Source: an optimization exercise on an open RTL-to-GDS flow (aim: small area). Production flows keep margins and buffers that such runs may drop. Only simulation tests tie the RTL to the original design; equivalence was not proved. No activity file was given, so power comes from the tool's default toggle rates.

## flow/flow/run.sh

```bash
#!/bin/bash
# The standard layout (standard.sh) with these changes:
#  - ports get the smallest buffer, sky130_fd_sc_hd__buf_1
#  - the buffers Yosys/ABC inserted are removed at floorplan
#  - after the (unchanged) standard synthesis, the buffers larger than buf_4
#    join the platform's don't-use list, so repair fixes slew and load with
#    small buffers
set -euo pipefail
export BUFFER_PORTS_ARGS="-buffer_cell sky130_fd_sc_hd__buf_1"
export REMOVE_ABC_BUFFERS=1
export CTS_ARGS="-sink_clustering_enable -repair_clock_nets -dont_use_dummy_load -buf_list sky130_fd_sc_hd__clkbuf_8 -sink_clustering_size 20 -sink_clustering_max_diameter 50"

# standard synthesis, unchanged
bash standard.sh synth > make_synth.log 2>&1

# the rest of the layout, with the extra don't-use cells on make's command line
# (the platform's own list is repeated, as a command-line value replaces it)
PLATFORM_DU=$(sed -n '/^export DONT_USE_CELLS += /,/^#/p' "$FLOW_HOME/platforms/$FLOW_PLATFORM/config.mk" | grep -o 'sky130_fd_sc_hd__[a-z0-9_]*' | tr '\n' ' ')
EXTRA_DU="sky130_fd_sc_hd__buf_6 sky130_fd_sc_hd__buf_8 sky130_fd_sc_hd__buf_12 sky130_fd_sc_hd__buf_16 sky130_fd_sc_hd__bufbuf_8 sky130_fd_sc_hd__bufbuf_16 sky130_fd_sc_hd__bufinv_8 sky130_fd_sc_hd__bufinv_16"
bash standard.sh "DONT_USE_CELLS=$PLATFORM_DU $EXTRA_DU" finish > make_layout.log 2>&1
```

## flow/standard.sh

```bash
#!/bin/bash
# synth_recipe.tcl (not shown) runs the flow's synth.tcl, then flattens the netlist and writes it again
# the make line also repeats each setting of config.mk as NAME=value (left out here)
make -C /OpenROAD-flow-scripts/flow DESIGN_CONFIG=/design/flow/config.mk WORK_HOME=/design/flow/orfs CLKGATE_MAP_FILE= SYNTH_SCRIPT=/design/flow/synth_recipe.tcl "${@:-finish}"
```

## flow/config.mk

```make
export PLATFORM = sky130hd
export DESIGN_NAME = tsn_switch_core
export DESIGN_NICKNAME = tsn_switch_core
export VERILOG_FILES = /design/flow/design.v
export SDC_FILE = /design/flow/constraint.sdc
export NUM_CORES = 4
export LEC_CHECK = 0
export CAP_MARGIN = 30
export CORE_MARGIN = 2
export CORE_UTILIZATION = 25
export GPL_TIMING_DRIVEN = 0
export PLACE_DENSITY = 0.35
export SETUP_SLACK_MARGIN = 0.3
export SLEW_MARGIN = 30
```

## flow/constraint.sdc

```tcl
create_clock -name core_clock -period 10.0 [get_ports {clk}]
set_input_delay 2.0000 -clock core_clock [delete_from_list [all_inputs] [get_ports {clk}]]
set_output_delay 2.0000 -clock core_clock [all_outputs]
set_load 0.01 [all_outputs]
```

## flow/design.v

```verilog
module tsn_switch_core (
    input  wire         clk,
    input  wire         rst_n,
    input  wire [3:0]   rx_valid,
    input  wire [3:0]   rx_sof,
    input  wire [3:0]   rx_eof,
    input  wire [127:0] rx_data,
    input  wire [7:0]   rx_mod,
    input  wire [3:0]   rx_error,
    input  wire [191:0] rx_dst_mac,
    input  wire [191:0] rx_src_mac,
    input  wire [63:0]  rx_ethertype,
    input  wire [47:0]  rx_vlan_id,
    input  wire [11:0]  rx_priority,
    input  wire [3:0]   rx_vlan_valid,
    output wire [3:0]   tx_valid,
    output wire [3:0]   tx_sof,
    output wire [3:0]   tx_eof,
    output wire [127:0] tx_data,
    output wire [7:0]   tx_mod,
    output wire [11:0]  tx_priority,
    input  wire [3:0]   tx_ready,
    input  wire [63:0]  ptp_time,
    input  wire         time_valid,
    output wire [63:0]  frame_timestamp,
    input  wire         learning_enable,
    input  wire         cut_through_enable,
    input  wire [15:0]  default_vlan,
    input  wire [3:0]   port_enable,
    input  wire         security_enable,
    input  wire [47:0]  allowed_mac_base,
    input  wire [15:0]  allowed_mac_mask,
    input  wire [15:0]  blocked_ethertypes,
    output wire [127:0] forwarded_frames_packed,
    output wire [127:0] dropped_frames_packed,
    output wire [31:0]  learned_addresses,
    output wire [31:0]  security_violations,
    output wire [15:0]  switch_status,
    output wire [31:0]  cut_through_count,
    output wire [31:0]  store_forward_count
);
    switching_matrix #(
        .NUM_PORTS(4),
        .MAC_TABLE_SIZE(8),
        .VLAN_TABLE_SIZE(256),
        .CUT_THROUGH_THRESHOLD(64)
    ) switch_matrix (
        .clk(clk),
        .rst_n(rst_n),
        .rx_valid(rx_valid),
        .rx_sof(rx_sof),
        .rx_eof(rx_eof),
        .rx_data(rx_data),
        .rx_mod(rx_mod),
        .rx_error(rx_error),
        .rx_dst_mac(rx_dst_mac),
        .rx_src_mac(rx_src_mac),
        .rx_ethertype(rx_ethertype),
        .rx_vlan_id(rx_vlan_id),
        .rx_priority(rx_priority),
        .rx_vlan_valid(rx_vlan_valid),
        .tx_valid(tx_valid),
        .tx_sof(tx_sof),
        .tx_eof(tx_eof),
        .tx_data(tx_data),
        .tx_mod(tx_mod),
        .tx_priority(tx_priority),
        .tx_ready(tx_ready),
        .ptp_time(ptp_time),
        .time_valid(time_valid),
        .frame_timestamp(frame_timestamp),
        .learning_enable(learning_enable),
        .cut_through_enable(cut_through_enable),
        .default_vlan(default_vlan),
        .port_enable(port_enable),
        .security_enable(security_enable),
        .allowed_mac_base(allowed_mac_base),
        .allowed_mac_mask(allowed_mac_mask),
        .blocked_ethertypes(blocked_ethertypes),
        .vlan_member_packed({1024{1'b1}}),
        .vlan_untag_packed({1024{1'b0}}),
        .forwarded_frames_packed(forwarded_frames_packed),
        .dropped_frames_packed(dropped_frames_packed),
        .learned_addresses(learned_addresses),
        .security_violations(security_violations),
        .switch_status(switch_status),
        .cut_through_count(cut_through_count),
        .store_forward_count(store_forward_count)
    );
endmodule

module switching_matrix #(
    parameter NUM_PORTS = 4,
    parameter MAC_TABLE_SIZE = 8,
    parameter VLAN_TABLE_SIZE = 256,
    parameter CUT_THROUGH_THRESHOLD = 64
) (
    input  wire         clk,
    input  wire         rst_n,
    input  wire [3:0]   rx_valid,
    input  wire [3:0]   rx_sof,
    input  wire [3:0]   rx_eof,
    input  wire [127:0] rx_data,
    input  wire [7:0]   rx_mod,
    input  wire [3:0]   rx_error,
    input  wire [191:0] rx_dst_mac,
    input  wire [191:0] rx_src_mac,
    input  wire [63:0]  rx_ethertype,
    input  wire [47:0]  rx_vlan_id,
    input  wire [11:0]  rx_priority,
    input  wire [3:0]   rx_vlan_valid,
    output wire [3:0]   tx_valid,
    output wire [3:0]   tx_sof,
    output wire [3:0]   tx_eof,
    output wire [127:0] tx_data,
    output wire [7:0]   tx_mod,
    output wire [11:0]  tx_priority,
    input  wire [3:0]   tx_ready,
    input  wire [63:0]  ptp_time,
    input  wire         time_valid,
    output wire [63:0]  frame_timestamp,
    input  wire         learning_enable,
    input  wire         cut_through_enable,
    input  wire [15:0]  default_vlan,
    input  wire [3:0]   port_enable,
    input  wire         security_enable,
    input  wire [47:0]  allowed_mac_base,
    input  wire [15:0]  allowed_mac_mask,
    input  wire [15:0]  blocked_ethertypes,
    input  wire [1023:0] vlan_member_packed,
    input  wire [1023:0] vlan_untag_packed,
    output wire [127:0]  forwarded_frames_packed,
    output wire [127:0]  dropped_frames_packed,
    output wire [31:0]  learned_addresses,
    output wire [31:0]  security_violations,
    output wire [15:0]  switch_status,
    output wire [31:0]  cut_through_count,
    output wire [31:0]  store_forward_count
);
    reg [47:0] src [0:3];
    reg [47:0] dst [0:3];
    reg [11:0] vid [0:3];
    integer    hp;
    always @(*) begin
        for (hp = 0; hp < 4; hp = hp + 1) begin
            src[hp] = rx_src_mac[hp*48 +: 48];
            dst[hp] = rx_dst_mac[hp*48 +: 48];
            vid[hp] = rx_vlan_valid[hp] ? rx_vlan_id[hp*12 +: 12] : default_vlan[11:0];
        end
    end
    reg [47:0] t_addr [0:7];
    reg [11:0] t_vlan [0:7];
    reg [1:0]  t_port [0:7];
    reg [3:0]  next_free;                  
    reg [7:0]  t_valid;
    reg [7:0]  vhit [0:3];                 
    reg [7:0]  lhit [0:3];                 
    reg [7:0]  fhit [0:3];                 
    reg [3:0]  learn_req, add;
    reg        any_add;
    reg [1:0]  add_port;
    reg [7:0]  free_slot;
    reg [7:0]  port_we;
    reg [1:0]  port_wd [0:7];
    integer    lp, li;
    always @(*) begin
        for (li = 0; li < 8; li = li + 1) begin
            t_valid[li] = (next_free > li);
            free_slot[li] = (next_free == li);
        end
        for (lp = 0; lp < 4; lp = lp + 1) begin
            for (li = 0; li < 8; li = li + 1) begin
                vhit[lp][li] = t_valid[li] && (t_vlan[li] == vid[lp]);
                lhit[lp][li] = vhit[lp][li] && (t_addr[li] == src[lp]);
                fhit[lp][li] = vhit[lp][li] && (t_addr[li] == dst[lp]);
            end
            learn_req[lp] = learning_enable && rx_valid[lp] && rx_sof[lp];
            add[lp] = learn_req[lp] && !(|lhit[lp]) && !next_free[3];
        end
        any_add = |add;
        add_port = add[3] ? 2'd3 : add[2] ? 2'd2 : add[1] ? 2'd1 : 2'd0;
        for (li = 0; li < 8; li = li + 1) begin
            port_we[li] = free_slot[li];
            port_wd[li] = add_port;
            for (lp = 0; lp < 4; lp = lp + 1) begin
                if (learn_req[lp] && lhit[lp][li]) begin
                    port_we[li] = 1'b1;
                    port_wd[li] = lp;
                end
            end
        end
    end
    always @(posedge clk or negedge rst_n) begin
        if (!rst_n)
            next_free <= 4'd0;
        else if (any_add)
            next_free <= next_free + 4'd1;
    end
    integer wi;
    always @(posedge clk) begin
        for (wi = 0; wi < 8; wi = wi + 1) begin
            if (free_slot[wi]) begin
                t_addr[wi] <= src[add_port];
                t_vlan[wi] <= vid[add_port];
            end
            if (port_we[wi])
                t_port[wi] <= port_wd[wi];
        end
    end
    reg [3:0]  fwd_req;
    reg [3:0]  viol, drop;
    reg [3:0]  ports [0:3];
    reg [3:0]  uni;
    reg [3:0]  fwd_inc, drop_inc;
    integer    fp, fi;
    always @(*) begin
        for (fp = 0; fp < 4; fp = fp + 1) begin
            fwd_req[fp] = rx_valid[fp] && rx_sof[fp] && !rx_error[fp];
            viol[fp] = security_enable &&
                       ((src[fp][47:16] != allowed_mac_base[47:16]) ||
                        (((src[fp][15:0] ^ allowed_mac_base[15:0]) & allowed_mac_mask) != 16'h0));
            drop[fp] = viol[fp] || (security_enable && blocked_ethertypes[rx_ethertype[fp*16 +: 4]]);
            uni = 4'h0;
            for (fi = 0; fi < 8; fi = fi + 1)
                if (fhit[fp][fi])
                    uni = uni | (4'b0001 << t_port[fi]);
            if (drop[fp])
                ports[fp] = 4'h0;
            else if (dst[fp][40] || !(|fhit[fp]))
                ports[fp] = ~(4'b0001 << fp) & port_enable;
            else
                ports[fp] = uni & ~(4'b0001 << fp) & port_enable;
            drop_inc[fp] = fwd_req[fp] && drop[fp];
            fwd_inc[fp]  = fwd_req[fp] && !drop[fp] && (|ports[fp]);
        end
    end
    reg [3:0]  pend [0:3];
    reg [2:0]  fprio [0:3];                
    reg [3:0]  fct;                        
    reg [5:0]  wcnt [0:3];                 
    reg [63:0] ts0;
    reg [31:0] fwd_cnt [0:3];
    reg [31:0] drop_cnt [0:3];
    reg [31:0] sec_cnt;
    reg [31:0] fwd_tgl [0:3];
    reg [31:0] drop_tgl [0:3];
    reg [31:0] sec_tgl;
    reg        fwd_lo, drop_lo, sec_lo;
    integer    cn, ci;
    always @(*) begin
        for (cn = 0; cn < 4; cn = cn + 1) begin
            fwd_lo = 1'b1;
            drop_lo = 1'b1;
            for (ci = 0; ci < 32; ci = ci + 1) begin
                if (ci % 8 == 0) begin
                    if (ci > 0) begin
                        fwd_lo = fwd_lo & (&fwd_cnt[cn][ci-8 +: 8]);
                        drop_lo = drop_lo & (&drop_cnt[cn][ci-8 +: 8]);
                    end
                    fwd_tgl[cn][ci] = fwd_inc[cn] & fwd_lo;
                    drop_tgl[cn][ci] = drop_inc[cn] & drop_lo;
                end else begin
                    fwd_tgl[cn][ci] = fwd_tgl[cn][ci-1] & fwd_cnt[cn][ci-1];
                    drop_tgl[cn][ci] = drop_tgl[cn][ci-1] & drop_cnt[cn][ci-1];
                end
            end
        end
        sec_lo = 1'b1;
        for (ci = 0; ci < 32; ci = ci + 1) begin
            if (ci % 8 == 0) begin
                if (ci > 0)
                    sec_lo = sec_lo & (&sec_cnt[ci-8 +: 8]);
                sec_tgl[ci] = (|(fwd_req & viol)) & sec_lo;
            end else begin
                sec_tgl[ci] = sec_tgl[ci-1] & sec_cnt[ci-1];
            end
        end
    end
    integer dp;
    always @(posedge clk) begin
        for (dp = 0; dp < 4; dp = dp + 1) begin
            if (fwd_req[dp]) begin
                fprio[dp] <= rx_priority[dp*3 +: 3];
                fct[dp] <= cut_through_enable && (wcnt[dp][5:4] != 2'b00);
            end
        end
    end
    integer rp;
    always @(posedge clk or negedge rst_n) begin
        if (!rst_n) begin
            for (rp = 0; rp < 4; rp = rp + 1) begin
                pend[rp] <= 4'h0;
                wcnt[rp] <= 6'h0;
                fwd_cnt[rp] <= 32'h0;
                drop_cnt[rp] <= 32'h0;
            end
            ts0 <= 64'h0;
            sec_cnt <= 32'h0;
        end else begin
            for (rp = 0; rp < 4; rp = rp + 1) begin
                if (fwd_req[rp]) begin
                    pend[rp] <= ports[rp];
                end else if (rx_eof[rp]) begin
                    pend[rp] <= 4'h0;
                    wcnt[rp] <= 6'h0;
                end else if (rx_valid[rp]) begin
                    wcnt[rp] <= wcnt[rp] + 6'd1;
                end
                fwd_cnt[rp] <= fwd_cnt[rp] ^ fwd_tgl[rp];
                drop_cnt[rp] <= drop_cnt[rp] ^ drop_tgl[rp];
            end
            if (fwd_req[0])
                ts0 <= ptp_time;
            sec_cnt <= sec_cnt ^ sec_tgl;
        end
    end
    reg [1:0]  arb [0:3];
    reg [1:0]  cur [0:3];                  
    reg [3:0]  active;
    reg [3:0]  o_valid, o_sof, o_eof;
    reg [31:0] o_data [0:3];
    reg [1:0]  o_mod [0:3];
    reg [2:0]  o_prio [0:3];
    reg [31:0] ct_cnt, sf_cnt;
    reg [3:0]  start;                      
    reg [1:0]  sel [0:3];
    reg        hit;
    reg [1:0]  cand;
    reg [3:0]  ld_src [0:3];               
    reg        ct_inc, sf_inc;
    integer    so, sk;
    always @(*) begin
        ct_inc = 1'b0;
        sf_inc = 1'b0;
        for (so = 0; so < 4; so = so + 1) begin
            hit = 1'b0;
            sel[so] = 2'd0;
            for (sk = 0; sk < 4; sk = sk + 1) begin
                cand = arb[so] + sk;
                if (!hit && cand != so && pend[cand][so]) begin
                    sel[so] = cand;
                    hit = 1'b1;
                end
            end
            start[so] = !active[so] && tx_ready[so] && hit;
            for (sk = 0; sk < 4; sk = sk + 1)
                ld_src[so][sk] = (sk != so) &&
                                 ((active[so] && cur[so] == sk) || (start[so] && sel[so] == sk));
            if (start[so]) begin
                if (fct[sel[so]])
                    ct_inc = 1'b1;
                else
                    sf_inc = 1'b1;
            end
        end
    end
    reg [31:0] ct_tgl, sf_tgl;
    reg        ct_lo, sf_lo;
    integer    ei;
    always @(*) begin
        ct_lo = 1'b1;
        sf_lo = 1'b1;
        for (ei = 0; ei < 32; ei = ei + 1) begin
            if (ei % 8 == 0) begin
                if (ei > 0) begin
                    ct_lo = ct_lo & (&ct_cnt[ei-8 +: 8]);
                    sf_lo = sf_lo & (&sf_cnt[ei-8 +: 8]);
                end
                ct_tgl[ei] = ct_inc & ct_lo;
                sf_tgl[ei] = sf_inc & sf_lo;
            end else begin
                ct_tgl[ei] = ct_tgl[ei-1] & ct_cnt[ei-1];
                sf_tgl[ei] = sf_tgl[ei-1] & sf_cnt[ei-1];
            end
        end
    end
    integer co;
    always @(posedge clk) begin
        for (co = 0; co < 4; co = co + 1)
            if (start[co])
                cur[co] <= sel[co];
    end
    reg [31:0] dnext;
    integer    oo, ok;
    always @(posedge clk or negedge rst_n) begin
        if (!rst_n) begin
            for (oo = 0; oo < 4; oo = oo + 1) begin
                arb[oo] <= 2'd1;
                active[oo] <= 1'b0;
                o_valid[oo] <= 1'b0;
                o_sof[oo] <= 1'b0;
                o_eof[oo] <= 1'b0;
                o_data[oo] <= 32'h0;
                o_mod[oo] <= 2'h0;
                o_prio[oo] <= 3'h0;
            end
            ct_cnt <= 32'h0;
            sf_cnt <= 32'h0;
        end else begin
            for (oo = 0; oo < 4; oo = oo + 1) begin
                o_sof[oo] <= start[oo];
                o_eof[oo] <= active[oo] && rx_eof[cur[oo]];
                if (|ld_src[oo]) begin
                    dnext = 32'h0;
                    for (ok = 0; ok < 4; ok = ok + 1)
                        if (ld_src[oo][ok])
                            dnext = dnext | rx_data[ok*32 +: 32];
                    o_data[oo] <= dnext;
                end
                if (start[oo]) begin
                    active[oo] <= 1'b1;
                    o_prio[oo] <= fprio[sel[oo]];
                    o_valid[oo] <= 1'b1;
                    arb[oo] <= arb[oo] + 2'd1;
                end else if (active[oo]) begin
                    o_valid[oo] <= rx_valid[cur[oo]];
                    o_mod[oo] <= rx_mod[cur[oo]*2 +: 2];
                    if (rx_eof[cur[oo]])
                        active[oo] <= 1'b0;
                end else if (!tx_ready[oo]) begin
                    o_valid[oo] <= 1'b0;
                end
            end
            ct_cnt <= ct_cnt ^ ct_tgl;
            sf_cnt <= sf_cnt ^ sf_tgl;
        end
    end
    genvar g;
    generate
        for (g = 0; g < 4; g = g + 1) begin : gen_out
            assign tx_valid[g] = o_valid[g];
            assign tx_sof[g] = o_sof[g];
            assign tx_eof[g] = o_eof[g];
            assign tx_data[g*32 +: 32] = o_data[g];
            assign tx_mod[g*2 +: 2] = o_mod[g];
            assign tx_priority[g*3 +: 3] = o_prio[g];
            assign forwarded_frames_packed[g*32 +: 32] = fwd_cnt[g];
            assign dropped_frames_packed[g*32 +: 32] = drop_cnt[g];
        end
    endgenerate
    assign learned_addresses = {28'h0, next_free};
    assign security_violations = sec_cnt;
    assign cut_through_count = ct_cnt;
    assign store_forward_count = sf_cnt;
    assign frame_timestamp = ts0;
    assign switch_status = {
        sec_cnt[31],
        |drop_cnt[0],
        |drop_cnt[1],
        |drop_cnt[2],
        |drop_cnt[3],
        cut_through_enable,
        learning_enable,
        security_enable,
        port_enable
    };
endmodule
```

==> impl_metrics.py, run 1 <==
metrics = {
    "status": {
        "outcome": "timing/DRC/antenna clean",
    },
    "power": {
        "p_leak_nw": 41.2,
        "p_int_w": 0.0110,
        "seqPwrFrac_pct": 32.3,
        "power_switching_w": 0.0115,
        "peakVddDrop_v": 0.000129,
        "cellPowerDensity_nw_per_um2": 205,
        "comb_power_share_pct": 49.2,
        "switching_share_pct": 51.1,
        "clkPwrFrac_pct": 18.5,
        "power.total_w": 0.0226,
    },
    "worst_setup_path": {
        "crit_required_ns": 10.76,
        "critical_path.max_stage_delay_ns": 0.80,
        "start_kind": "input port",
        "crit_chain": "buf_2 > buf_4 > mux2i_4 > xnor2_1 > nor4_1 > nand4_1 > buf_4 > nor4_2 > buf_2 > buf_2 > nor4_1 > nand2_4 > buf_4 > nand3_4 > buf_4 > o22ai_1 > a21oi_4 > buf_4",
        "crit_type": "input port to flop",
        "worst-path-max-fanout": 49,
        "worstPathArrival_ns": 9.00,
        "worstSetupStartpoint": "rx_vlan_valid[2]",
        "worst_path_most_repeated_cell": "buf_4",
        "endpoint_kind": "flop",
        "crit_family": "buffers and inverters",
        "r2r-start": "switch_matrix.t_addr[0][30]",
        "path_buf_inv": 8,
        "rr_endpoint": "switch_matrix.fwd_cnt[3][31]",
        "reg2reg_slack_ns": 2.59,
        "r2r.worst_path.cells": 19,
        "cp_slowest_cell": "mux2i_4",
    },
    "run": {
        "drv_cap": 0,
    },
    "detailed_routing": {
        "via_per_inst": 6.24,
        "firstDrtPassIters": 14,
        "drt-initial-drc-count": 18280,
        "drcViolationCount": 0,
        "wl_per_cell_um": 56.3,
        "ant_nets": 0,
        "vias": 97775,
        "routed_wl_um": 881000,
    },
    "synth": {
        "async_reset_ff_share_pct": 54.7,
        "ys_types": 81,
        "yosys_warnings": 26,
        "synth_top_area_share_pct": 20.8,
        "syn_area_um2": 92000,
        "ys_top_cells_by_area": "xnor2_1, dfrtp_1, edfxtp_1",
        "yosysSeqAreaShare_pct": 34.1,
        "ys.flop_type": "dfrtp_1",
        "ys_ff_latch": 1148,
        "synth_top_area_cell": "xnor2_1",
        "synthCells": 9355,
        "avgSynthCellArea_um2": 9.83,
        "synth_edf_count": 520,
    },
    "die": {
        "rows": 222,
        "die_x_um": 611,
        "core-area_um2": 366000,
        "ioPinCount": 1462,
        "die_h_um": 611,
        "start_util_pct": 25.1,
        "die_area_um2": 373000,
    },
    "place": {
        "gp_congestion": 1.21,
        "pre_cts_ws_ns": 1.04,
        "place_hpwl_um": 684000,
        "dpl.cell_count": 15376,
        "port_buffers": 1376,
    },
    "layout": {
        "multi_input_comb_area_um2": 57400,
        "regArea_um2": 31300,
        "area_growth_pct": 19.6,
        "final-instance-count-excl-fill": 15663,
        "nets": 11982,
        "nFillCells": 38529,
        "drive_above_1_share_pct": 15.8,
    },
    "sta": {
        "rsz0062_at_grt": "no",
        "drv_slew": 0,
        "fin_setup_tns_ns": 0,
        "max-slew-margin-rel_pct": 17.0,
        "fin_ws_ns": 1.76,
        "final-setup-viol-count": 0,
        "worst_pin_slew_ns": 1.25,
        "max_freq_mhz": 121,
        "hold_ws_ns": 0.460,
        "min_period_over_period_pct": 82.4,
        "fin_skew_ns": 0.241,
        "period_needed_ns": 8.24,
        "finalHoldViolCount": 0,
    },
    "cts": {
        "htree_levels": 4,
        "worstSkewPairLatency_ns": 1.24,
        "cts_root_buf": "clkbuf_8",
        "clockBufferDepth": 4,
        "cts.clk_slew.worst_paths_ns": 0.07,
        "cts_tree": "built",
        "hold_buffers": 0,
        "cts_buffers": 225,
        "cts_num_sinks": 1148,
        "cts_resized": 0,
        "postCtsSetupRepairBufs": 0,
    },
    "global_route": {
        "overflow": 0,
        "grt_pass1_wl_um": 1080000,
        "grt_max_degree": 60,
        "grt.total_usage_pct": 45.4,
        "grt_pass1_vias": 88687,
        "grt_antenna_before_repair": 84,
    },
    "worst_hold_path": {
        "worstHoldPathType": "flop to flop",
        "whs_path_depth": 1,
        "min_from": "switch_matrix.sf_cnt[31]",
        "hold-path-endpoint": "switch_matrix.sf_cnt[31]",
    },
}
power groups by stage:
stage	Sequential [W]	Combinational [W]	Clock, W
2_1_floorplan	0.00713	0.00408	0
6_report	0.00729	0.0111	0.00417
3_3_place_gp	0.00872	0.00839	0
3_5_place_dp	0.00727	0.0104	0
4_1_cts	0.00719	0.0104	0.00423
5_1_grt	0.00726	0.0112	0.00440
cell type report:
| cell class | instances | share of cell area, % |
|---|---|---|
| multi-input combinational | 7151 | 52.2 |
| inverter | 52 | 0.187 |
| antenna | 53 | 0.121 |
| tap | 4816 | 5.48 |
| sequential | 1148 | 28.5 |
| clock buffer | 225 | 2.82 |
| timing repair buffer | 2218 | 10.7 |
routing by layer:
layer  up-vias  part of all wire (%)  GRT usage, %
li1      35348                     -             -
met1     49365                    34          48.5
met2      9691                    40          63.8
met3      3290                    15          26.4
met4        81                    11          37.8
met5         -                  0.33          5.50
state kept, by name (all words and copies together), names as in the netlist, 8 cells and up:
| register | flops |
|---|---|
| switch_matrix.t_addr | 384 |
| switch_matrix.drop_cnt | 128 |
| switch_matrix.fwd_cnt | 128 |
| switch_matrix.o_data | 128 |
| switch_matrix.t_vlan | 96 |
| switch_matrix.ts0 | 64 |
| switch_matrix.ct_cnt | 32 |
| switch_matrix.sec_cnt | 32 |
| switch_matrix.sf_cnt | 32 |
| switch_matrix.wcnt | 24 |
| switch_matrix.t_port | 16 |
| switch_matrix.fprio | 12 |
| switch_matrix.o_prio | 12 |
| switch_matrix.pend | 12 |
| switch_matrix.arb | 8 |
| switch_matrix.cur | 8 |
| switch_matrix.o_mod | 8 |
synthesized netlist by cell type (all sizes together) (24+ instances only):
cell and number:
xnor2 2179, xor2 1527, clkbuf 815, nand4 672
dfrtp 624, nor4 593, edfxtp 520, nand2 407
ha 348, buf 220, nor2 203, a21oi 200
a222oi 132, o21ai 118, nor3 106, o22ai 76
nand3 75, mux2i 73, or3 58, inv 52
a22oi 36, mux4 32, nor2b 26, a22o 24
placed cells by master (no fill, tap or decap), types with 32 or more instances in the layout:
master / instances
or3_1: 54
buf_4: 766
buf_2: 446
o21ai_1: 54
nand3_1: 69
dfrtp_1: 624
xnor2_1: 2179
conb_1: 32
nand2_1: 404
xor2_1: 1527
diode_2: 53
a222oi_1: 132
edfxtp_1: 520
nor4_1: 565
a21oi_1: 141
o21ai_0: 58
buf_1: 999
o22ai_1: 76
nor3_1: 102
mux2i_4: 48
a22oi_1: 36
mux4_2: 32
inv_1: 47
ha_1: 348
nand4_1: 672
nor2_1: 202
clkbuf_8: 226
a21oi_4: 33
cell families (layout without fill, tap and decap cells):
kind of cell	count (synthesis)	after routing	synth area share, %
other cells	1	85	0.00408
flops	1148	1148	34.1
fa+ha+maj	348	348	4.73
compound gates	700	700	5.25
simple gates	2237	2237	13.5
mux	128	128	2.47
xor+xnor	3706	3706	35.3
buf+inv	1087	2495	4.69
metrics by stage:
stage | utilization [%] | cell area (um2)
after floorplan | - | 88000
after global placement | 27.1 | 99200
after detailed placement | 29.2 | 107000
after CTS | 30.0 | 110000
after global routing | 30.0 | 110000
final | 30.1 | 110000
how the worst max path moves through the flow:
stage,endpoint,slack (ns),depth (start not counted)
2_1_floorplan,switch_matrix.t_addr[0][0],1.89,10
3_3_place_gp,switch_matrix.o_data[2][21],-28.80,1
3_5_place_dp,switch_matrix.t_addr[4][38],1.04,16
4_1_cts,switch_matrix.t_addr[4][1],2.16,17
5_1_grt,switch_matrix.t_addr[4][1],1.88,17
6_report,switch_matrix.t_addr[7][27],1.76,18
worst reg2reg max path, cell delays in order, from the launching register on:
cell,delay (ns)
edfxtp_1,0.84
buf_4,0.57
xnor2_1,0.20
nand4_1,0.14
nor4_2,0.81
nand3_1,0.79
nor3_1,0.79
nor2_1,0.11
a31oi_1,0.36
a311o_1,0.43
nand3_1,0.34
nor4b_2,0.29
ha_1,0.28
ha_1,0.22
ha_1,0.18
ha_1,0.18
ha_1,0.19
ha_1,0.19
ha_1,0.20
xor2_1,0.16
==> run 2: changes to the inputs <==
--- a/flow/flow/run.sh
+++ b/flow/flow/run.sh
@@ -4,3 +4,3 @@
 #  - the buffers Yosys/ABC inserted are removed at floorplan
-#  - after the (unchanged) standard synthesis, the buffers larger than buf_4
+#  - after the (unchanged) standard synthesis, the buffers larger than buf_2
 #    join the platform's don't-use list, so repair fixes slew and load with
@@ -18,3 +18,3 @@
 PLATFORM_DU=$(sed -n '/^export DONT_USE_CELLS += /,/^#/p' "$FLOW_HOME/platforms/$FLOW_PLATFORM/config.mk" | grep -o 'sky130_fd_sc_hd__[a-z0-9_]*' | tr '\n' ' ')
-EXTRA_DU="sky130_fd_sc_hd__buf_6 sky130_fd_sc_hd__buf_8 sky130_fd_sc_hd__buf_12 sky130_fd_sc_hd__buf_16 sky130_fd_sc_hd__bufbuf_8 sky130_fd_sc_hd__bufbuf_16 sky130_fd_sc_hd__bufinv_8 sky130_fd_sc_hd__bufinv_16"
+EXTRA_DU="sky130_fd_sc_hd__buf_4 sky130_fd_sc_hd__buf_6 sky130_fd_sc_hd__buf_8 sky130_fd_sc_hd__buf_12 sky130_fd_sc_hd__buf_16 sky130_fd_sc_hd__bufbuf_8 sky130_fd_sc_hd__bufbuf_16 sky130_fd_sc_hd__bufinv_8 sky130_fd_sc_hd__bufinv_16"
 bash standard.sh "DONT_USE_CELLS=$PLATFORM_DU $EXTRA_DU" finish > make_layout.log 2>&1
--- a/flow/config.mk
+++ b/flow/config.mk
@@ -12,3 +12,3 @@
 export PLACE_DENSITY = 0.35
-export SETUP_SLACK_MARGIN = 0.3
+export SETUP_SLACK_MARGIN = 0.5
 export SLEW_MARGIN = 30
==> run 2 against run 1 <==
Net effect:
- still clean on timing, DRC and antenna
- maximum frequency down 14%
- synthesized area stayed put
- register-to-register slack worse by 0.86 ns
- largest power group unchanged
==> impl_metrics.py, run 2 <==
metrics = {
    "place": {
        "place_hpwl_um": 684000,
        "dpl.cell_count": 15387,
        "placement.cell_area_um2": 105000,
        "port_buffers": 1376,
        "gp_congestion": 1.21,
    },
    "layout": {
        "final_area_um2": 108000,
        "regMostFlops": "switch_matrix.t_addr",
        "drive_above_1_share_pct": 15.8,
        "largest_reg_flops": 384,
        "final-instance-count-excl-fill": 15682,
        "mostFrequentLayoutCell": "xnor2_1",
        "layout_common_cells": "xnor2_1, xor2_1, buf_2",
        "nets": 11984,
        "area_growth_pct": 17.5,
        "fin_util_pct": 29.5,
        "nFillCells": 38855,
    },
    "run": {
        "drv_cap": 0,
    },
    "cts": {
        "cts_root_buf": "clkbuf_8",
        "worstSkewPairLatency_ns": 1.17,
        "cts_num_sinks": 1148,
        "htree_levels": 4,
        "clockBufferDepth": 4,
        "cts.clk_slew.worst_paths_ns": 0.07,
        "cts_tree": "built",
        "hold_buffers": 0,
        "cts_buffers": 216,
    },
    "worst_hold_path": {
        "whs_path_depth": 1,
        "worstHoldPathType": "flop to flop",
    },
    "sta": {
        "max_freq_mhz": 105,
        "rsz0062_at_grt": "no",
        "fin_setup_tns_ns": 0,
        "final-setup-viol-count": 0,
        "min_period_over_period_pct": 95.6,
        "drv_slew": 0,
        "period_needed_ns": 9.56,
        "finalHoldViolCount": 0,
        "fin_skew_ns": 0.212,
        "max-slew-margin-rel_pct": 18.1,
        "worst_pin_slew_ns": 1.23,
    },
    "worst_setup_path": {
        "path_buf_inv": 9,
        "crit_chain": "buf_2 > buf_2 > mux2i_4 > xnor2_1 > nor4_1 > nand4_1 > nor4_2 > buf_2 > nor2_1 > nand3_4 > buf_2 > clkbuf_4 > buf_2 > clkbuf_4 > nand3_4 > buf_2 > o22ai_1 > a21oi_4 > clkbuf_8",
        "r2r.worst_path.cells": 17,
        "start_kind": "input port",
        "crit_type": "input port to flop",
        "path_depth": 19,
        "crit_family": "buffers and inverters",
        "crit_required_ns": 10.82,
        "worst-path-max-fanout": 42,
        "critical_path.max_stage_delay_ns": 0.76,
        "worstPathArrival_ns": 10.38,
        "reg2reg_slack_ns": 1.73,
        "endpoint_kind": "flop",
        "worst_path_most_repeated_cell": "buf_2",
        "cp_slowest_cell": "o22ai_1",
    },
    "power": {
        "comb_power_share_pct": 49.0,
        "peakVddDrop_v": 0.000129,
        "p_int_w": 0.0108,
        "p_leak_nw": 40.5,
        "seqPwrFrac_pct": 32.8,
        "cellPowerDensity_nw_per_um2": 206,
        "clkPwrFrac_pct": 18.2,
        "switching_share_pct": 51.6,
        "power_switching_w": 0.0115,
    },
    "global_route": {
        "grt_antenna_before_repair": 85,
        "overflow": 0,
        "grt.total_usage_pct": 45.6,
        "grt_pass1_vias": 89105,
        "grt_pass1_wl_um": 1080000,
        "grt_max_degree": 49,
    },
    "die": {
        "die_area_um2": 373000,
        "core-area_um2": 366000,
        "rows": 222,
        "ioPinCount": 1462,
        "die_x_um": 611,
        "start_util_pct": 25.1,
        "die_h_um": 611,
    },
    "synth": {
        "async_reset_ff_share_pct": 54.7,
        "synth_top_area_share_pct": 20.8,
        "ys.flop_type": "dfrtp_1",
        "synth_most_common_cell": "xnor2_1",
        "yosysSeqAreaShare_pct": 34.1,
        "yosys_warnings": 26,
        "avgSynthCellArea_um2": 9.83,
        "ys_ff_latch": 1148,
        "syn_area_um2": 92000,
        "synth_top_area_cell": "xnor2_1",
        "synthCells": 9355,
        "ys_top_cells_by_area": "xnor2_1, dfrtp_1, edfxtp_1",
        "ys_types": 81,
        "synth_common_cells": "xnor2_1, xor2_1, clkbuf_1",
        "synth_edf_count": 520,
    },
    "detailed_routing": {
        "firstDrtPassIters": 14,
        "routed_wl_um": 880000,
        "wl_per_cell_um": 56.1,
        "via_per_inst": 6.26,
        "ant_nets": 0,
        "vias": 98209,
        "drt-initial-drc-count": 17800,
        "drcViolationCount": 0,
    },
    "status": {
        "outcome": "timing/DRC/antenna clean",
    },
}
-- run 2: cell counts after synthesis --
Identical to the previous run, type by type.
-- run 2: cells by family (layout without fill, tap and decap cells) --
family / count (synthesis) / in the layout / synth area share, %
other: 1 / 102 / 0.00408
adder cells (fa/ha/maj): 348 / 348 / 4.73
flip-flops: 1148 / 1148 / 34.1
XOR/XNOR: 3706 / 3706 / 35.3
AO/OA/AOI/OAI: 700 / 700 / 5.25
AND/OR/NAND/NOR: 2237 / 2237 / 13.5
buffers and inverters: 1087 / 2497 / 4.69
multiplexers: 128 / 128 / 2.47
-- run 2: worst paths after layout --
kind                                              startpoint                      endpoint
worst max-delay path                        rx_vlan_valid[3]   switch_matrix.t_addr[7][38]
worst min-delay path            switch_matrix.fwd_cnt[3][31]  switch_matrix.fwd_cnt[3][31]
worst max register to register   switch_matrix.t_addr[0][26]   switch_matrix.t_addr[7][38]
worst min register to register  switch_matrix.fwd_cnt[3][31]  switch_matrix.fwd_cnt[3][31]
max in group asynchronous                              rst_n   switch_matrix.o_data[3][20]
min in group asynchronous                              rst_n      switch_matrix.sf_cnt[23]
-- run 2: layout make-up --
class                   instances  area (um2)  area share [%]
diodes                         70         175           0.162
clock buffers                 216        2970            2.75
inverters                      52         205           0.190
multi-input cells            7151       57400            53.1
flip-flops and latches       1148       31300            29.0
well taps                    4816        6030            5.58
repair buffers               2229        9940            9.20
-- run 2: what timing repair did --
item / CTS / global route
resized for setup: 0 / 2
pin swaps: 1 / 0
buffers inserted: 2 / 0
endpoints found under the setup margin: 135 / 177
endpoints found under the hold margin: 0 / 0
cloned: 1 / 0
-- run 2: power by group through the flow --
stage | Sequential [W] | Clock (W) | Combinational [W]
global placement | 0.00872 | 0 | 0.00839
CTS | 0.00719 | 0.00413 | 0.0102
detailed placement | 0.00727 | 0 | 0.0102
global route | 0.00727 | 0.00428 | 0.0110
floorplan | 0.00713 | 0 | 0.00408
finish | 0.00730 | 0.00405 | 0.0109
-- run 2: layer usage --
layer | share of wire (%) | up-vias | global-route usage (%)
met5 | 0.34 | - | 7.71
met4 | 10 | 73 | 36.9
met3 | 15 | 3284 | 27.3
met2 | 40 | 9856 | 64.2
met1 | 34 | 49618 | 48.1
li1 | - | 35378 | -
-- run 2: stage by stage --
| stage | power [W] | hold slack, ns | setup WS [ns] |
|---|---|---|---|
| after floorplan | 0.0112 | 0.447 | 1.89 |
| after global placement | 0.0171 | 0.452 | -28.80 |
| after detailed placement | 0.0175 | 0.453 | -0.832 |
| after CTS | 0.0216 | 0.465 | 0.573 |
| after global routing | 0.0225 | 0.484 | 0.526 |
| final | 0.0222 | 0.461 | 0.440 |
==> run 3: changes to the inputs <==
--- a/flow/config.mk
+++ b/flow/config.mk
@@ -9,3 +9,3 @@
 export CORE_MARGIN = 2
-export CORE_UTILIZATION = 25
+export CORE_UTILIZATION = 30
 export GPL_TIMING_DRIVEN = 0
==> run 3 against run 2 <==
Net effect:
- sequential share of layout area increased by 0.23 points
- count of clock-buffer cells in the layout down 20
- highest routed layer unchanged
- final area shrank 0.78%
- synthesized cell count unchanged
- utilization up 5.6 points
- global-route usage up 11 points
- die area decreased by 17%
- non-clock buffer count increased by 58
- still clean
- sequential power up 2%
- power increased by 1.1%
- worst setup slack got worse by 0.12 ns
- critical endpoint is now switch_matrix.t_addr[3][21]
==> impl_metrics.py, run 3 <==
metrics = {
    "status": {
        "outcome": "timing/DRC/antenna clean",
    },
    "synth": {
        "ys.flop_type": "dfrtp_1",
        "synthCells": 9355,
        "async_reset_ff_share_pct": 54.7,
        "yosysSeqAreaShare_pct": 34.1,
        "synth_top_area_cell": "xnor2_1",
        "ys_types": 81,
        "yosys_warnings": 26,
        "ys_ff_latch": 1148,
        "synth_edf_count": 520,
        "synth_common_cells": "xnor2_1, xor2_1, clkbuf_1",
        "avgSynthCellArea_um2": 9.83,
        "synth_top_area_share_pct": 20.8,
        "synth_most_common_cell": "xnor2_1",
        "ys_top_cells_by_area": "xnor2_1, dfrtp_1, edfxtp_1",
        "syn_area_um2": 92000,
    },
    "cts": {
        "hold_buffers": 0,
        "clockBufferDepth": 4,
        "cts.clk_slew.worst_paths_ns": 0.09,
        "cts_buffers": 196,
        "cts_root_buf": "clkbuf_8",
        "htree_levels": 4,
        "cts_tree": "built",
        "worstSkewPairLatency_ns": 1.12,
        "cts_num_sinks": 1148,
    },
    "place": {
        "port_buffers": 1376,
        "place_hpwl_um": 730000,
        "gp_congestion": 1.20,
    },
    "sta": {
        "max_freq_mhz": 103,
        "worst_pin_slew_ns": 1.23,
        "hold_ws_ns": 0.464,
        "final-setup-viol-count": 0,
        "drv_slew": 0,
        "fin_skew_ns": 0.175,
        "min_period_over_period_pct": 96.8,
        "period_needed_ns": 9.68,
        "finalHoldViolCount": 0,
        "rsz0062_at_grt": "no",
        "max-slew-margin-rel_pct": 18.1,
    },
    "detailed_routing": {
        "ant_nets": 0,
        "via_per_inst": 6.79,
        "drcViolationCount": 0,
        "wl_per_cell_um": 60.4,
        "drt-initial-drc-count": 20597,
        "routed_wl_um": 909000,
        "firstDrtPassIters": 20,
        "vias": 102203,
    },
    "die": {
        "core-area_um2": 305000,
        "die_h_um": 558,
        "die_x_um": 558,
        "die_area_um2": 311000,
        "ioPinCount": 1462,
        "start_util_pct": 30.1,
        "rows": 203,
    },
    "worst_setup_path": {
        "worst-path-max-fanout": 34,
        "worstSetupStartpoint": "rx_vlan_valid[3]",
        "worstPathArrival_ns": 10.38,
        "endpoint_kind": "flop",
        "crit_type": "input port to flop",
        "crit_required_ns": 10.70,
        "start_kind": "input port",
        "r2r-start": "switch_matrix.next_free[3]",
    },
    "run": {
        "drv_cap": 0,
    },
    "power": {
        "power.total_w": 0.0225,
        "p_leak_nw": 40.6,
        "peakVddDrop_v": 0.000206,
        "cellPowerDensity_nw_per_um2": 210,
    },
    "layout": {
        "drive_above_1_share_pct": 15.8,
        "layout_common_cells": "xnor2_1, xor2_1, buf_2",
        "nFillCells": 31902,
        "largest_reg_flops": 384,
        "mostFrequentLayoutCell": "xnor2_1",
        "nets": 12022,
        "area_growth_pct": 16.6,
        "regMostFlops": "switch_matrix.t_addr",
    },
    "worst_hold_path": {
        "worstHoldPathType": "flop to flop",
        "min_from": "switch_matrix.fwd_cnt[3][31]",
    },
    "global_route": {
        "grt_max_degree": 48,
        "grt_pass1_vias": 88271,
        "grt.total_usage_pct": 56.1,
        "grt_antenna_before_repair": 149,
        "overflow": 0,
        "grt_pass1_wl_um": 1100000,
    },
}
## run 3: cell counts after synthesis
Identical to the previous run, type by type.
## run 3: cells by family (layout without fill, tap and decap cells)
group | Yosys count | in the layout | share of synthesized area (%)
other | 1 | 154 | 0.00408
xor gates and xnor gates | 3706 | 3706 | 35.3
muxes | 128 | 128 | 2.47
and+or+nand+nor | 2237 | 2237 | 13.5
DFF | 1148 | 1148 | 34.1
AOI/OAI and AO/OA | 700 | 700 | 5.25
buffers and inverters | 1087 | 2535 | 4.69
adders and majority gates | 348 | 348 | 4.73
## run 3: what timing repair did
action	CTS	global route
endpoints found under the hold margin	0	0
cloned	1	0
pin swaps	1	2
endpoints found under the setup margin	109	65
setup buffers	2	2
resized for setup	1	2
## run 3: stage by stage
stage,cell area [um2],util [%],instances,TNS (ns),setup WS [ns]
after floorplan,88000,-,8351,0,1.89
after global placement,98300,32.2,13827,-,-28.08
after detailed placement,104000,34.1,14726,-139.70,-0.817
after CTS,107000,35.0,14925,0,0.816
after global routing,107000,35.1,14983,0,0.650
final,107000,35.1,15056,0,0.319
## run 3: report_power, final
part	switching (W)	internal, W	leakage, nW
Combinational	0.00837	0.00290	26.2
Clock	0.00207	0.00171	1.41
Sequential	0.00146	0.00596	12.9
## run 3: area by class of cell
cell class	count	area (um2)	share of cell area, %
Antenna cell	122	305	0.285
Clock buffer	196	2700	2.52
Inverter	52	205	0.191
Multi-Input combinational cell	7151	57400	53.5
Sequential cell	1148	31300	29.2
Tap cell	4100	5130	4.78
Timing Repair Buffer	2287	10200	9.50
## run 3: worst paths after layout
kind                       slack [ns]                            end  cells past startpoint
min in group asynchronous        0.73          switch_matrix.ts0[47]                      1
setup / recovery                 0.32    switch_matrix.t_addr[3][21]                     17
setup reg to reg                 1.44    switch_matrix.t_addr[3][21]                     14
hold reg to reg                  0.46   switch_matrix.fwd_cnt[3][31]                      1
hold / removal                   0.46   switch_matrix.fwd_cnt[3][31]                      1
max in group asynchronous        2.60  switch_matrix.drop_cnt[1][10]                     12
## run 3: metal layers
| layer | GRT usage (%) | wire, um | up-vias | share of wire (%) |
|---|---|---|---|---|
| met1 | 60.5 | 312000 | 51740 | 34 |
| li1 | - | - | 35497 | - |
| met4 | 50.7 | 107000 | 104 | 12 |
| met5 | 12.9 | 5120 | - | 0.56 |
| met2 | 71.6 | 330000 | 11402 | 36 |
| met3 | 37.8 | 155000 | 3460 | 17 |
## run 3: critical path, stage by stage
cell and delay [ns]:
buf_2 0.35, buf_2 0.46, mux2i_4 0.82, xnor2_1 0.12, nor4_1 0.57, nand4_1 0.75
nor4_4 0.70, nor2_1 0.16, nand3_4 0.42, clkbuf_4 0.56, buf_2 0.40, buf_2 0.66
nand3_4 0.51, buf_2 0.60, o22ai_1 0.68, a21oi_2 0.16, buf_2 0.30
==> run 4: changes to the inputs <==
--- a/flow/config.mk
+++ b/flow/config.mk
@@ -9,3 +9,3 @@
 export CORE_MARGIN = 2
-export CORE_UTILIZATION = 30
+export CORE_UTILIZATION = 25
 export GPL_TIMING_DRIVEN = 0
@@ -13,2 +13,2 @@
 export SETUP_SLACK_MARGIN = 0.5
-export SLEW_MARGIN = 30
+export SLEW_MARGIN = 25
==> run 4 against run 3 <==
Net effect:
- non-clock buffer count down 158
- register-to-register slack better by 0.07 ns
- die area up 20%
- combinational power down 5%
- critical path type unchanged
==> impl_metrics.py, run 4 <==
metrics = {
    "status": {
        "outcome": "timing/DRC/antenna clean",
    },
    "cts": {
        "worstSkewPairLatency_ns": 1.23,
        "clockBufferDepth": 4,
        "htree_levels": 4,
        "cts_root_buf": "clkbuf_8",
        "cts.clk_slew.worst_paths_ns": 0.08,
        "cts_num_sinks": 1148,
        "hold_buffers": 0,
        "cts_tree": "built",
        "cts_buffers": 224,
    },
    "detailed_routing": {
        "wl_per_cell_um": 56.2,
        "firstDrtPassIters": 10,
        "drt-initial-drc-count": 18039,
        "ant_nets": 0,
        "drcViolationCount": 0,
        "via_per_inst": 6.25,
        "routed_wl_um": 876000,
        "vias": 97305,
    },
    "synth": {
        "synthCells": 9355,
        "yosysSeqAreaShare_pct": 34.1,
        "ys_types": 81,
        "async_reset_ff_share_pct": 54.7,
        "synth_most_common_cell": "xnor2_1",
        "synth_top_area_cell": "xnor2_1",
        "ys.flop_type": "dfrtp_1",
        "synth_top_area_share_pct": 20.8,
        "synth_edf_count": 520,
        "syn_area_um2": 92000,
        "ys_ff_latch": 1148,
        "avgSynthCellArea_um2": 9.83,
        "ys_top_cells_by_area": "xnor2_1, dfrtp_1, edfxtp_1",
        "yosys_warnings": 26,
        "synth_common_cells": "xnor2_1, xor2_1, clkbuf_1",
    },
    "worst_setup_path": {
        "critical_path.max_stage_delay_ns": 0.80,
        "cp_slowest_cell": "nor4_2",
        "crit_chain": "buf_2 > buf_2 > mux2i_4 > xnor2_1 > nor4_1 > nand4_1 > nor4_2 > buf_2 > nor2_1 > nand3_4 > buf_2 > buf_2 > buf_2 > clkbuf_4 > nand3_4 > buf_2 > o22ai_1 > a21oi_4 > buf_2",
        "worstPathArrival_ns": 10.36,
        "r2r-start": "switch_matrix.t_addr[5][42]",
        "endpoint_kind": "flop",
        "rr_endpoint": "switch_matrix.t_addr[7][44]",
        "crit_type": "input port to flop",
        "start_kind": "input port",
        "reg2reg_slack_ns": 1.51,
        "worst-path-max-fanout": 42,
        "crit_required_ns": 10.61,
        "worst_path_most_repeated_cell": "buf_2",
        "r2r.worst_path.cells": 17,
    },
    "die": {
        "ioPinCount": 1462,
        "die_h_um": 611,
        "rows": 222,
        "start_util_pct": 25.1,
        "die_x_um": 611,
        "core-area_um2": 366000,
        "die_area_um2": 373000,
    },
    "place": {
        "port_buffers": 1376,
        "gp_congestion": 1.21,
        "place_hpwl_um": 679000,
    },
    "sta": {
        "max-slew-margin-rel_pct": 14.4,
        "worst_pin_slew_ns": 1.28,
        "max_freq_mhz": 103,
        "fin_skew_ns": 0.197,
        "finalHoldViolCount": 0,
        "rsz0062_at_grt": "no",
        "fin_setup_tns_ns": 0,
        "final-setup-viol-count": 0,
        "drv_slew": 0,
        "hold_ws_ns": 0.462,
        "min_period_over_period_pct": 97.4,
        "period_needed_ns": 9.74,
    },
    "power": {
        "seqPwrFrac_pct": 33.3,
        "switching_share_pct": 51.5,
        "power_switching_w": 0.0115,
        "cellPowerDensity_nw_per_um2": 207,
        "p_leak_nw": 40.1,
        "peakVddDrop_v": 0.000132,
        "comb_power_share_pct": 48.0,
        "p_int_w": 0.0108,
        "clkPwrFrac_pct": 18.7,
    },
    "global_route": {
        "grt_pass1_wl_um": 1070000,
        "grt_pass1_vias": 87747,
        "grt_max_degree": 49,
        "grt_util_met2_pct": 63.8,
        "met3_usage_pct": 26.1,
        "grt_antenna_before_repair": 73,
        "met1_usage_pct": 48.3,
        "grt.busiest_layer": "met2",
        "grt.total_usage_pct": 45.3,
        "overflow": 0,
    },
    "layout": {
        "largest_reg_flops": 384,
        "regMostFlops": "switch_matrix.t_addr",
        "nFillCells": 38853,
        "drive_above_1_share_pct": 14.8,
        "nets": 11892,
        "layout_common_cells": "xnor2_1, xor2_1, buf_2",
        "area_growth_pct": 17.0,
        "mostFrequentLayoutCell": "xnor2_1",
    },
    "worst_hold_path": {
        "hold-path-endpoint": "switch_matrix.sf_cnt[31]",
        "whs_path_depth": 1,
        "worstHoldPathType": "flop to flop",
        "min_from": "switch_matrix.sf_cnt[31]",
    },
    "run": {
        "drv_cap": 0,
    },
}
[run 4: cell counts after synthesis]
Identical to the previous run, type by type.
[run 4: how the worst max path moves through the flow]
stage	depth (start not counted)	end	slack [ns]	from
floorplan	10	switch_matrix.t_addr[0][0]	1.89	rx_vlan_valid[3]
global placement	1	switch_matrix.o_data[2][21]	-28.80	rst_n
detailed placement	18	switch_matrix.t_addr[4][38]	-0.68	rx_vlan_valid[3]
CTS	19	switch_matrix.t_addr[5][39]	0.75	rx_vlan_valid[3]
global route	19	switch_matrix.t_addr[4][44]	0.51	rx_vlan_valid[3]
finish	19	switch_matrix.t_addr[7][44]	0.26	rx_vlan_valid[3]
[run 4: cells by family (layout without fill, tap and decap cells)]
logic type	Yosys count	count (layout)	share of synthesized area, %
simple gates	2237	2237	13.5
other cells	1	88	0.00408
buf+inv	1087	2405	4.69
compound gates	700	700	5.25
flops	1148	1148	34.1
fa+ha+maj	348	348	4.73
mux	128	128	2.47
xor+xnor	3706	3706	35.3
[run 4: per-stage QoR]
| step | std cells | setup WS [ns] | cell area [um2] | power (W) | utilization (%) |
|---|---|---|---|---|---|
| finish | 15576 | 0.257 | 108000 | 0.0223 | 29.4 |
| global route | 15526 | 0.507 | 107000 | 0.0226 | 29.4 |
| detailed placement | 15282 | -0.683 | 104000 | 0.0174 | 28.5 |
| CTS | 15509 | 0.754 | 107000 | 0.0216 | 29.3 |
| floorplan | 8351 | 1.89 | 88000 | 0.0112 | - |
| global placement | 14543 | -28.80 | 99200 | 0.0171 | 27.1 |
[run 4: area by class of cell]
class	count	area, um2	area share [%]
diodes	56	140	0.130
repair buffers	2129	9430	8.77
multi-input cells	7151	57400	53.3
flip-flops and latches	1148	31300	29.1
clock buffers	224	3080	2.87
well taps	4816	6030	5.60
inverters	52	205	0.191
[run 4: critical path: cells and delay by family]
family	cells	cell delay, ns
AOI/OAI and AO/OA	2	0.42
xor gates and xnor gates	1	0.26
and+or+nand+nor	6	2.00
muxes	1	0.77
buffers and inverters	9	4.62
[run 4: power by group through the flow]
stage | combinational [W] | clock [W] | sequential, W
6_report | 0.0107 | 0.00416 | 0.00742
5_1_grt | 0.0108 | 0.00440 | 0.00737
4_1_cts | 0.0101 | 0.00424 | 0.00730
3_5_place_dp | 0.0100 | 0 | 0.00738
3_3_place_gp | 0.00839 | 0 | 0.00872
2_1_floorplan | 0.00408 | 0 | 0.00713
[run 4: metal layers]
metal | vias up | wire length, um
met5 | - | 2900
li1 | 35156 | -
met2 | 9737 | 348000
met1 | 49109 | 301000
met3 | 3215 | 130000
met4 | 88 | 93900
[run 4: repair_timing]
action,in CTS,in global routing
buffers inserted,2,0
gates cloned,1,0
endpoints found under the hold margin,0,0
setup endpoints to repair,12,46
pin swaps,1,0
gates resized for setup,0,1
==> run 5: changes to the inputs <==
--- a/flow/config.mk
+++ b/flow/config.mk
@@ -10,2 +10,3 @@
 export CORE_UTILIZATION = 25
+export GPL_ROUTABILITY_DRIVEN = 0
 export GPL_TIMING_DRIVEN = 0
==> run 5 against run 4 <==
Net effect:
- critical path depth decreased by 2
- worst hold slack about the same
- flip-flop and latch count unchanged
- via count increased by 3.0%
- critical endpoint is now switch_matrix.t_addr[1][20]
==> impl_metrics.py, run 5 <==
metrics = {
    "detailed_routing": {
        "drcViolationCount": 0,
        "firstDrtPassIters": 25,
        "via_per_inst": 6.48,
        "routed_wl_um": 822000,
        "ant_nets": 0,
        "vias": 100257,
        "wl_per_cell_um": 53.1,
        "drt-initial-drc-count": 21676,
    },
    "worst_setup_path": {
        "start_kind": "input port",
        "crit_required_ns": 10.74,
        "endpoint_kind": "flop",
        "r2r-start": "switch_matrix.next_free[3]",
        "crit_end": "switch_matrix.t_addr[1][20]",
        "crit_type": "input port to flop",
        "worstPathArrival_ns": 10.11,
        "rr_endpoint": "switch_matrix.t_addr[1][20]",
        "r2r.worst_path.cells": 14,
        "reg2reg_slack_ns": 1.99,
        "worst-path-max-fanout": 34,
        "worstSetupStartpoint": "rx_vlan_valid[2]",
    },
    "synth": {
        "synth_common_cells": "xnor2_1, xor2_1, clkbuf_1",
        "synthCells": 9355,
        "async_reset_ff_share_pct": 54.7,
        "ys_top_cells_by_area": "xnor2_1, dfrtp_1, edfxtp_1",
        "avgSynthCellArea_um2": 9.83,
        "synth_most_common_cell": "xnor2_1",
        "syn_area_um2": 92000,
        "synth_edf_count": 520,
        "synth_top_area_share_pct": 20.8,
        "synth_top_area_cell": "xnor2_1",
        "yosys_warnings": 26,
        "yosysSeqAreaShare_pct": 34.1,
        "ys.flop_type": "dfrtp_1",
        "ys_types": 81,
        "ys_ff_latch": 1148,
    },
    "status": {
        "outcome": "timing/DRC/antenna clean",
    },
    "global_route": {
        "grt_max_degree": 48,
        "grt_pass1_wl_um": 1010000,
        "grt_antenna_before_repair": 87,
        "overflow": 0,
        "grt.total_usage_pct": 42.1,
        "grt_pass1_vias": 87145,
    },
    "sta": {
        "worst_pin_slew_ns": 1.36,
        "max_freq_mhz": 107,
        "rsz0062_at_grt": "no",
        "finalHoldViolCount": 0,
        "final-setup-viol-count": 0,
        "min_period_over_period_pct": 93.7,
        "fin_setup_tns_ns": 0,
        "max-slew-margin-rel_pct": 9.52,
        "drv_slew": 0,
        "fin_ws_ns": 0.634,
        "fin_skew_ns": 0.206,
        "period_needed_ns": 9.37,
    },
    "layout": {
        "regMostFlops": "switch_matrix.t_addr",
        "regArea_um2": 31300,
        "nFillCells": 38894,
        "largest_reg_flops": 384,
        "area_growth_pct": 15.8,
        "drive_above_1_share_pct": 12.9,
        "mostFrequentLayoutCell": "xnor2_1",
        "layout_common_cells": "xnor2_1, xor2_1, buf_1",
        "multi_input_comb_area_um2": 57100,
        "nets": 11760,
    },
    "cts": {
        "postCtsSetupRepairBufs": 0,
        "cts_buffers": 199,
        "clockBufferDepth": 4,
        "cts.clk_slew.worst_paths_ns": 0.06,
        "cts_root_buf": "clkbuf_8",
        "cts_tree": "built",
        "cts_resized": 0,
        "cts_num_sinks": 1148,
        "htree_levels": 4,
        "worstSkewPairLatency_ns": 1.13,
        "hold_buffers": 0,
    },
    "die": {
        "rows": 222,
        "die_h_um": 611,
        "core-area_um2": 366000,
        "die_area_um2": 373000,
        "ioPinCount": 1462,
        "die_x_um": 611,
        "start_util_pct": 25.1,
    },
    "power": {
        "p_leak_nw": 39.3,
        "cellPowerDensity_nw_per_um2": 204,
        "peakVddDrop_v": 0.000142,
    },
    "place": {
        "port_buffers": 1376,
        "pre_cts_ws_ns": -0.237,
        "place_hpwl_um": 627000,
    },
    "worst_hold_path": {
        "worstHoldPathType": "flop to flop",
    },
    "run": {
        "drv_cap": 0,
    },
}
[run 5: changes by cell type in the layout (fill, tap and decap cells not counted), sizes merged]
cell           previous run  this run
clkdlybuf4s50             1         0
diode                    56        76
buf                    2115      2002
clkbuf                  237       219
[run 5: worst max-delay path, stage by stage]
cell and delay, ns:
buf_2 0.17, buf_2 0.55, mux2i_4 0.78, xnor2_1 0.16, nor4_1 0.38, nand4_1 0.76
buf_2 0.50, nor4_2 1.04, buf_2 0.41, nor4_1 0.13, nand2_4 0.53, buf_2 0.73
nand3_4 0.33, buf_2 0.50, o22ai_1 0.43, a21oi_2 0.19, buf_2 0.35
[run 5: area by class of cell]
type	count	share of cell area, %
inverter	52	0.193
antenna	76	0.179
clock buffer	199	2.57
timing repair buffer	2022	8.30
multi-input combinational	7151	53.7
sequential	1148	29.4
tap	4816	5.66
[run 5: logic make-up after synthesis]
| group | share of synthesized area [%] |
|---|---|
| buffers and inverters | 4.69 |
| AND/OR/NAND/NOR | 13.5 |
| flip-flops | 34.1 |
| adder cells (fa/ha/maj) | 4.73 |
| AO/OA/AOI/OAI | 5.25 |
| XOR/XNOR | 35.3 |
| multiplexers | 2.47 |
| other | 0.00408 |
[run 5: metrics by stage]
stage / area, um2 / cells / hold slack [ns] / total power (W) / util, %
2_1_floorplan: 88000 / 8351 / 0.447 / 0.0112 / -
3_3_place_gp: 99200 / 14543 / 0.452 / 0.0167 / 27.1
3_5_place_dp: 103000 / 15169 / 0.453 / 0.0170 / 28.2
4_1_cts: 106000 / 15368 / 0.466 / 0.0208 / 29.0
5_1_grt: 106000 / 15428 / 0.473 / 0.0219 / 29.1
6_report: 106000 / 15464 / 0.461 / 0.0217 / 29.1
[run 5: worst min-delay path by stage]
stage / startpoint / to / cells past startpoint
finish: switch_matrix.fwd_cnt[3][31] / switch_matrix.fwd_cnt[3][31] / 1
CTS: switch_matrix.fwd_cnt[3][31] / switch_matrix.fwd_cnt[3][31] / 1
floorplan: switch_matrix.pend[0][2] / switch_matrix.pend[0][2] / 2
global placement: switch_matrix.fwd_cnt[2][31] / switch_matrix.fwd_cnt[2][31] / 1
global route: switch_matrix.fwd_cnt[2][31] / switch_matrix.fwd_cnt[2][31] / 1
detailed placement: switch_matrix.fwd_cnt[3][31] / switch_matrix.fwd_cnt[3][31] / 1
[run 5: per-layer routing]
layer,vias to the layer above,track usage [%],routed length [um]
li1,34946,-,-
met1,50368,44.6,276000
met2,11213,57.2,315000
met3,3571,28.7,142000
met4,159,30.9,82100
met5,-,15.5,7430
[run 5: power breakdown]
part           internal, W  switching [W]  leakage [nW]  total, W
combinational      0.00286        0.00751          24.9    0.0104
sequential         0.00596        0.00159          12.9   0.00755
clock              0.00174        0.00207          1.43   0.00380
total               0.0106         0.0112          39.3    0.0217
==> run 6: changes to the inputs <==
--- a/flow/config.mk
+++ b/flow/config.mk
@@ -14,2 +14,2 @@
 export SETUP_SLACK_MARGIN = 0.5
-export SLEW_MARGIN = 25
+export SLEW_MARGIN = 20
==> run 6 against run 5 <==
Net effect:
- utilization hardly changed
- still clean on timing, DRC and antenna
- worst hold slack better by 0.00051 ns
- first-iteration DRC count is 2.7% lower
- highest routed layer unchanged
- via count is 0.34% lower
- clock power hardly changed
- sequential share of layout area hardly changed
- die area stayed put
- power is 0.31% lower
- synthesized area stayed put
- final area is 0.16% lower
- largest power group unchanged
- flip-flop and latch count stayed put
- wire length is 0.27% lower
==> impl_metrics.py, run 6 <==
metrics = {
    "synth": {
        "yosysSeqAreaShare_pct": 34.1,
        "synth_top_area_share_pct": 20.8,
        "avgSynthCellArea_um2": 9.83,
        "synth_common_cells": "xnor2_1, xor2_1, clkbuf_1",
        "syn_area_um2": 92000,
        "synth_edf_count": 520,
        "synth_most_common_cell": "xnor2_1",
        "ys_top_cells_by_area": "xnor2_1, dfrtp_1, edfxtp_1",
        "ys_types": 81,
        "yosys_warnings": 26,
        "synthCells": 9355,
        "ys.flop_type": "dfrtp_1",
        "ys_ff_latch": 1148,
        "async_reset_ff_share_pct": 54.7,
        "synth_top_area_cell": "xnor2_1",
    },
    "cts": {
        "cts_buffers": 198,
        "htree_levels": 4,
        "cts_tree": "built",
        "cts.clk_slew.worst_paths_ns": 0.06,
        "worstSkewPairLatency_ns": 1.14,
        "postCtsSetupRepairBufs": 0,
        "cts_root_buf": "clkbuf_8",
        "cts_num_sinks": 1148,
        "clockBufferDepth": 4,
        "hold_buffers": 0,
    },
    "worst_setup_path": {
        "reg2reg_slack_ns": 1.71,
        "crit_chain": "buf_2 > mux2i_4 > xnor2_1 > nor4_1 > nand4_1 > buf_2 > nor4_2 > buf_2 > nor4_1 > nand2_4 > buf_2 > nand3_4 > buf_2 > o22ai_1 > a21oi_2 > buf_2",
        "path_depth": 16,
        "r2r.worst_path.cells": 14,
        "crit_family": "simple AND/OR/NAND/NOR gates",
        "worstPathArrival_ns": 10.28,
        "crit_required_ns": 10.71,
        "start_kind": "input port",
        "worst-path-max-fanout": 33,
        "worstSetupStartpoint": "rx_vlan_valid[2]",
        "rr_endpoint": "switch_matrix.t_addr[1][20]",
        "worst_path_most_repeated_cell": "buf_2",
        "cp_slowest_cell": "nor4_2",
        "endpoint_kind": "flop",
        "r2r-start": "switch_matrix.next_free[3]",
        "crit_type": "input port to flop",
        "critical_path.max_stage_delay_ns": 1.01,
        "path_buf_inv": 6,
    },
    "sta": {
        "period_needed_ns": 9.57,
        "hold_ws_ns": 0.462,
        "min_period_over_period_pct": 95.7,
        "rsz0062_at_grt": "no",
        "worst_pin_slew_ns": 1.35,
        "final-setup-viol-count": 0,
        "fin_skew_ns": 0.230,
        "drv_slew": 0,
        "finalHoldViolCount": 0,
        "max-slew-margin-rel_pct": 10.0,
        "fin_setup_tns_ns": 0,
        "max_freq_mhz": 104,
    },
    "layout": {
        "largest_reg_flops": 384,
        "multi_input_comb_area_um2": 57000,
        "layout_common_cells": "xnor2_1, xor2_1, buf_1",
        "regMostFlops": "switch_matrix.t_addr",
        "mostFrequentLayoutCell": "xnor2_1",
        "area_growth_pct": 15.6,
        "nFillCells": 38876,
        "drive_above_1_share_pct": 12.5,
        "nets": 11757,
        "regArea_um2": 31300,
    },
    "die": {
        "rows": 222,
        "start_util_pct": 25.1,
        "ioPinCount": 1462,
        "die_area_um2": 373000,
        "die_x_um": 611,
        "core-area_um2": 366000,
        "die_h_um": 611,
    },
    "power": {
        "cellPowerDensity_nw_per_um2": 204,
        "peakVddDrop_v": 0.000124,
        "p_leak_nw": 39.1,
        "power.total_w": 0.0216,
    },
    "global_route": {
        "grt_max_degree": 48,
        "grt.busiest_layer": "met2",
        "grt.total_usage_pct": 42.0,
        "grt_util_met2_pct": 57.5,
        "met3_usage_pct": 28.3,
        "grt_antenna_before_repair": 81,
        "overflow": 0,
        "met1_usage_pct": 44.5,
        "grt_pass1_wl_um": 1010000,
        "grt_pass1_vias": 86750,
    },
    "worst_hold_path": {
        "hold-path-endpoint": "switch_matrix.fwd_cnt[3][31]",
        "min_from": "switch_matrix.fwd_cnt[3][31]",
        "whs_path_depth": 1,
        "worstHoldPathType": "flop to flop",
    },
    "place": {
        "place_hpwl_um": 627000,
        "port_buffers": 1376,
    },
    "status": {
        "outcome": "timing/DRC/antenna clean",
    },
    "detailed_routing": {
        "wl_per_cell_um": 53.0,
        "routed_wl_um": 820000,
        "drt-initial-drc-count": 21085,
        "drcViolationCount": 0,
        "firstDrtPassIters": 17,
        "vias": 99912,
        "via_per_inst": 6.46,
        "ant_nets": 0,
    },
    "run": {
        "drv_cap": 0,
    },
}
run 6: cell counts after synthesis:
Identical to the previous run, type by type.
run 6: repair_timing:
action,in CTS,in global routing
endpoints found under the setup margin,0,62
gates resized for setup,0,4
endpoints found under the hold margin,0,0
run 6: worst max-delay path by stage:
stage                                                to  slack, ns
after floorplan              switch_matrix.t_addr[0][0]       1.89
after global placement      switch_matrix.o_data[2][21]     -28.91
final                       switch_matrix.t_addr[1][20]       0.43
after CTS                   switch_matrix.o_data[1][19]       0.62
after detailed placement  switch_matrix.drop_cnt[3][28]      -0.53
after global routing        switch_matrix.o_data[0][25]       0.58
run 6: area by class of cell:
cell class / instances / share of cell area [%]
tap: 4816 / 5.67
clock buffer: 198 / 2.56
multi-input combinational: 7151 / 53.6
antenna: 83 / 0.195
sequential: 1148 / 29.5
timing repair buffer: 2020 / 8.27
inverter: 52 / 0.188
run 6: cell families after synthesis:
family / Yosys count / share of synthesized area [%]
XOR/XNOR: 3706 / 35.3
AND/OR/NAND/NOR: 2237 / 13.5
flip-flops: 1148 / 34.1
buffers and inverters: 1087 / 4.69
AO/OA/AOI/OAI: 700 / 5.25
adder cells (fa/ha/maj): 348 / 4.73
multiplexers: 128 / 2.47
other: 1 / 0.00408
run 6: power breakdown:
part	internal (W)	total, W	switching (W)	leakage [nW]
combinational	0.00284	0.0103	0.00743	24.8
clock	0.00173	0.00379	0.00207	1.42
sequential	0.00596	0.00758	0.00162	12.9
run 6: routing by layer:
metal  routed length [um]  vias up
met5                 5490        -
met4                81300      126
met3               140000     3471
met2               317000    11121
met1               277000    50235
li1                     -    34959
run 6: stage by stage:
stage               instances  cell area, um2  worst slack, ns  utilization [%]
CTS                     15365          106000            0.618             28.9
global placement        14543           99200           -28.91             27.1
finish                  15468          106000            0.426             29.1
global route            15419          106000            0.577             29.0
detailed placement      15167          103000           -0.527             28.2
floorplan                8351           88000             1.89                -

==> afterwards: timing with drivers on the ports <==
The results above use ideal ports. As a check the final layouts listed here were re-extracted and re-timed, cells and wires unchanged. Step 1: set_driving_cell puts a clkbuf_16 on clk and a buf_2 on each other input, an assumption about the parent block. Step 2 adds t to the input delays and takes it off the output delays; t is the mean of the earliest and latest rising clock arrival at the registers after step 1. Input paths then give back, and output paths get back, about the clock's delay inside the block. Slacks: ideal / step 1 / step 2; pairs: ideal / step 1.
run	shift t [ns]	setup slack, ns	hold slack, ns	worst setup path at the end	pins driven straight from the clock port
run 1	1.235	1.756 / 1.853 / 0.618	0.460 / 0.460 / 0.460	input to register	1
run 2	1.184	0.440 / 0.533 / -0.651	0.461 / 0.461 / 0.461	input to register	1
run 3	1.156	0.319 / 0.414 / -0.742	0.464 / 0.464 / 0.464	input to register	1
run 4	1.246	0.257 / 0.347 / -0.899	0.462 / 0.462 / 0.462	input to register	1
run 5	1.146	0.634 / 0.729 / -0.417	0.461 / 0.461 / 0.461	input to register	1
run 6	1.141	0.426 / 0.521 / -0.621	0.462 / 0.462 / 0.462	input to register	1
With both steps, setup timing fails in 5 of these runs, where it was met with ideal ports. For run 4, which loses most, drivers alone change the setup slack by +0.090 ns; drivers and shift together by -1.156 ns.
